Background: an optimization exercise with open tools, aiming at small area. Do not read the settings as production practice.
RTL that was checked went through simulation tests only; none was proved equivalent to the original.
No activity file was given, so power comes from the tool's default toggle rates.

## old
// axisafety
module axisafety (
		output	reg		o_read_fault,
		output	reg		o_write_fault,
		input	wire		S_AXI_ACLK,
		input	wire		S_AXI_ARESETN,
		output	reg		M_AXI_ARESETN,
		output	wire		comb_aresetn,
		input	wire		ext_resetn,
		output	wire		channel_up,
		input	wire [5:0]	S_AXI_AWID,
		input	wire [27:0]	S_AXI_AWADDR,
		input	wire [7:0]	S_AXI_AWLEN,
		input	wire [2:0]	S_AXI_AWSIZE,
		input	wire [1:0]	S_AXI_AWBURST,
		input	wire		S_AXI_AWLOCK,
		input	wire [3:0]	S_AXI_AWCACHE,
		input	wire [2:0]	S_AXI_AWPROT,
		input	wire [3:0]	S_AXI_AWQOS,
		input	wire		S_AXI_AWVALID,
		output	reg		S_AXI_AWREADY,
		input	wire [31:0]	S_AXI_WDATA,
		input	wire [3:0]	S_AXI_WSTRB,
		input	wire		S_AXI_WLAST,
		input	wire		S_AXI_WVALID,
		output	reg		S_AXI_WREADY,
		output	wire [5:0]	S_AXI_BID,
		output	reg [1:0]	S_AXI_BRESP,
		output	reg		S_AXI_BVALID,
		input	wire		S_AXI_BREADY,
		input	wire [5:0]	S_AXI_ARID,
		input	wire [27:0]	S_AXI_ARADDR,
		input	wire [7:0]	S_AXI_ARLEN,
		input	wire [2:0]	S_AXI_ARSIZE,
		input	wire [1:0]	S_AXI_ARBURST,
		input	wire		S_AXI_ARLOCK,
		input	wire [3:0]	S_AXI_ARCACHE,
		input	wire [2:0]	S_AXI_ARPROT,
		input	wire [3:0]	S_AXI_ARQOS,
		input	wire		S_AXI_ARVALID,
		output	reg		S_AXI_ARREADY,
		output	wire [5:0]	S_AXI_RID,
		output	reg [31:0]	S_AXI_RDATA,
		output	reg [1:0]	S_AXI_RRESP,
		output	reg		S_AXI_RLAST,
		output	reg		S_AXI_RVALID,
		input	wire		S_AXI_RREADY,
		output	reg [5:0]	M_AXI_AWID,
		output	reg [27:0]	M_AXI_AWADDR,
		output	reg [7:0]	M_AXI_AWLEN,
		output	reg [2:0]	M_AXI_AWSIZE,
		output	reg [1:0]	M_AXI_AWBURST,
		output	reg		M_AXI_AWLOCK,
		output	reg [3:0]	M_AXI_AWCACHE,
		output	reg [2:0]	M_AXI_AWPROT,
		output	reg [3:0]	M_AXI_AWQOS,
		output	reg		M_AXI_AWVALID,
		input	wire		M_AXI_AWREADY,
		output	reg [31:0]	M_AXI_WDATA,
		output	reg [3:0]	M_AXI_WSTRB,
		output	reg		M_AXI_WLAST,
		output	reg		M_AXI_WVALID,
		input	wire		M_AXI_WREADY,
		input	wire [5:0]	M_AXI_BID,
		input	wire [1:0]	M_AXI_BRESP,
		input	wire		M_AXI_BVALID,
		output	wire		M_AXI_BREADY,
		output	reg [5:0]	M_AXI_ARID,
		output	reg [27:0]	M_AXI_ARADDR,
		output	reg [7:0]	M_AXI_ARLEN,
		output	reg [2:0]	M_AXI_ARSIZE,
		output	reg [1:0]	M_AXI_ARBURST,
		output	reg		M_AXI_ARLOCK,
		output	reg [3:0]	M_AXI_ARCACHE,
  ...
Size: roughly 340 flip-flops, roughly 440 I/O pins, roughly 12000 um^2 of cells after synthesis.
clock: 10.0 ns
lec_check: 0
cap_margin: 20
core_margin: 2
core_utilization: 40
cts_buf_list: sky130_fd_sc_hd__clkbuf_4
cts_cluster_diameter: 50
cts_cluster_size: 10
slew_margin: 20
standard.sh (not shown) runs the stock make flow with config.mk's settings and CLKGATE_MAP_FILE= SYNTH_SCRIPT=/design/flow/synth_recipe.tcl, a recipe that flattens the netlist after the stock synthesis.
==> flow/flow/run.sh <==
#!/bin/bash
# Standard ORFS layout, with the port buffers made of the smallest buffer cell.
set -euo pipefail
bash standard.sh "BUFFER_PORTS_ARGS=-buffer_cell sky130_fd_sc_hd__buf_1" finish > orfs_make.log 2>&1
diff inputs: old => new
diff --git a/flow/design.v b/flow/design.v
--- a/flow/design.v
+++ b/flow/design.v
@@ -422,31 +422,25 @@
 	if (!S_AXI_RVALID || S_AXI_RREADY)
 	begin
 		S_AXI_RRESP  <= m_rresp;
 		S_AXI_RLAST  <= m_rlast;
 		S_AXI_RDATA  <= m_rdata;
 	end
 	assign	S_AXI_RID = rfifo_id;
 	reg	[2:0]	ext_resetn_r;
-	reg	[9:0]	chup_lfsr;
-	reg		chup_done;
+	reg	[9:0]	chup_count;
 	always @(posedge S_AXI_ACLK)
 		ext_resetn_r <= {ext_resetn_r[1:0], ext_resetn};
 	always @(posedge S_AXI_ACLK)
 	if (ext_resetn != ext_resetn_r[0])
-	begin
-		chup_lfsr <= 0;
-		chup_done <= 0;
-	end else begin
-		chup_lfsr <= { chup_lfsr[8:0], !(chup_lfsr[9] ^ chup_lfsr[6]) };
-		chup_done <= chup_done || (chup_lfsr == 10'h200)
-				|| (chup_lfsr == 10'h3ff);
-	end
-	assign channel_up = ext_resetn_r[0] ^ !chup_done;
+		chup_count <= 0;
+	else if (!(&chup_count))
+		chup_count <= chup_count + 1;
+	assign channel_up = ext_resetn_r[0] ^ !(&chup_count);
 	assign comb_aresetn = M_AXI_ARESETN & ext_resetn_r[2];
 	reg	[4:0]	reset_counter;
 	reg		r_clear_fault;
 	wire		reset_timeout = reset_counter[4];
 	always @(posedge S_AXI_ACLK)
 	if (!S_AXI_ARESETN)
 		M_AXI_ARESETN <= 0;
 	else if (clear_fault)
[summary]
new completed end to end with timing, DRC and antenna clean. In new, combinational power is higher than in old. Switching portion of total power: lower on new. Final cell utilization of the core: new vs old up 0.23 points. Between old and new, the flow reports mean routed wirelength per cell decreasing by a few percent. Total via count in the routed design up 165 in new wrt old. Of old and new, the run reporting the higher non-clock buffer count was new.
Function not checked in new: the RTL went through the layout flow alone.

[port drivers added, routing unchanged]
In the flow no input, the clock included, has a driving cell. The finished layouts below were timed again as built, in two steps.
Step 1: set_driving_cell puts a clkbuf_16 on S_AXI_ACLK and a buf_2 on each other input, an assumption about the parent block.
Step 2, shift: input delay + t, output delay - t, t = (earliest + latest rising clock arrival at the registers) / 2. This alone moves slack from input paths to output paths.
Slacks: no drivers / after step 1 / after step 2; pairs: no drivers / after step 1.
| run | t, ns | setup WS [ns] | worst slew at a driven data input, ns |
|---|---|---|---|
| old | 0.673 | 6.265 / 6.234 / 5.813 | 0.08 |
| new | 0.681 | 5.587 / 5.553 / 5.783 | 0.08 |
After both steps setup and hold are still met in every run listed. The setup slack of old, which loses most, moves by -0.031 ns with the drivers and by -0.452 ns with both steps.
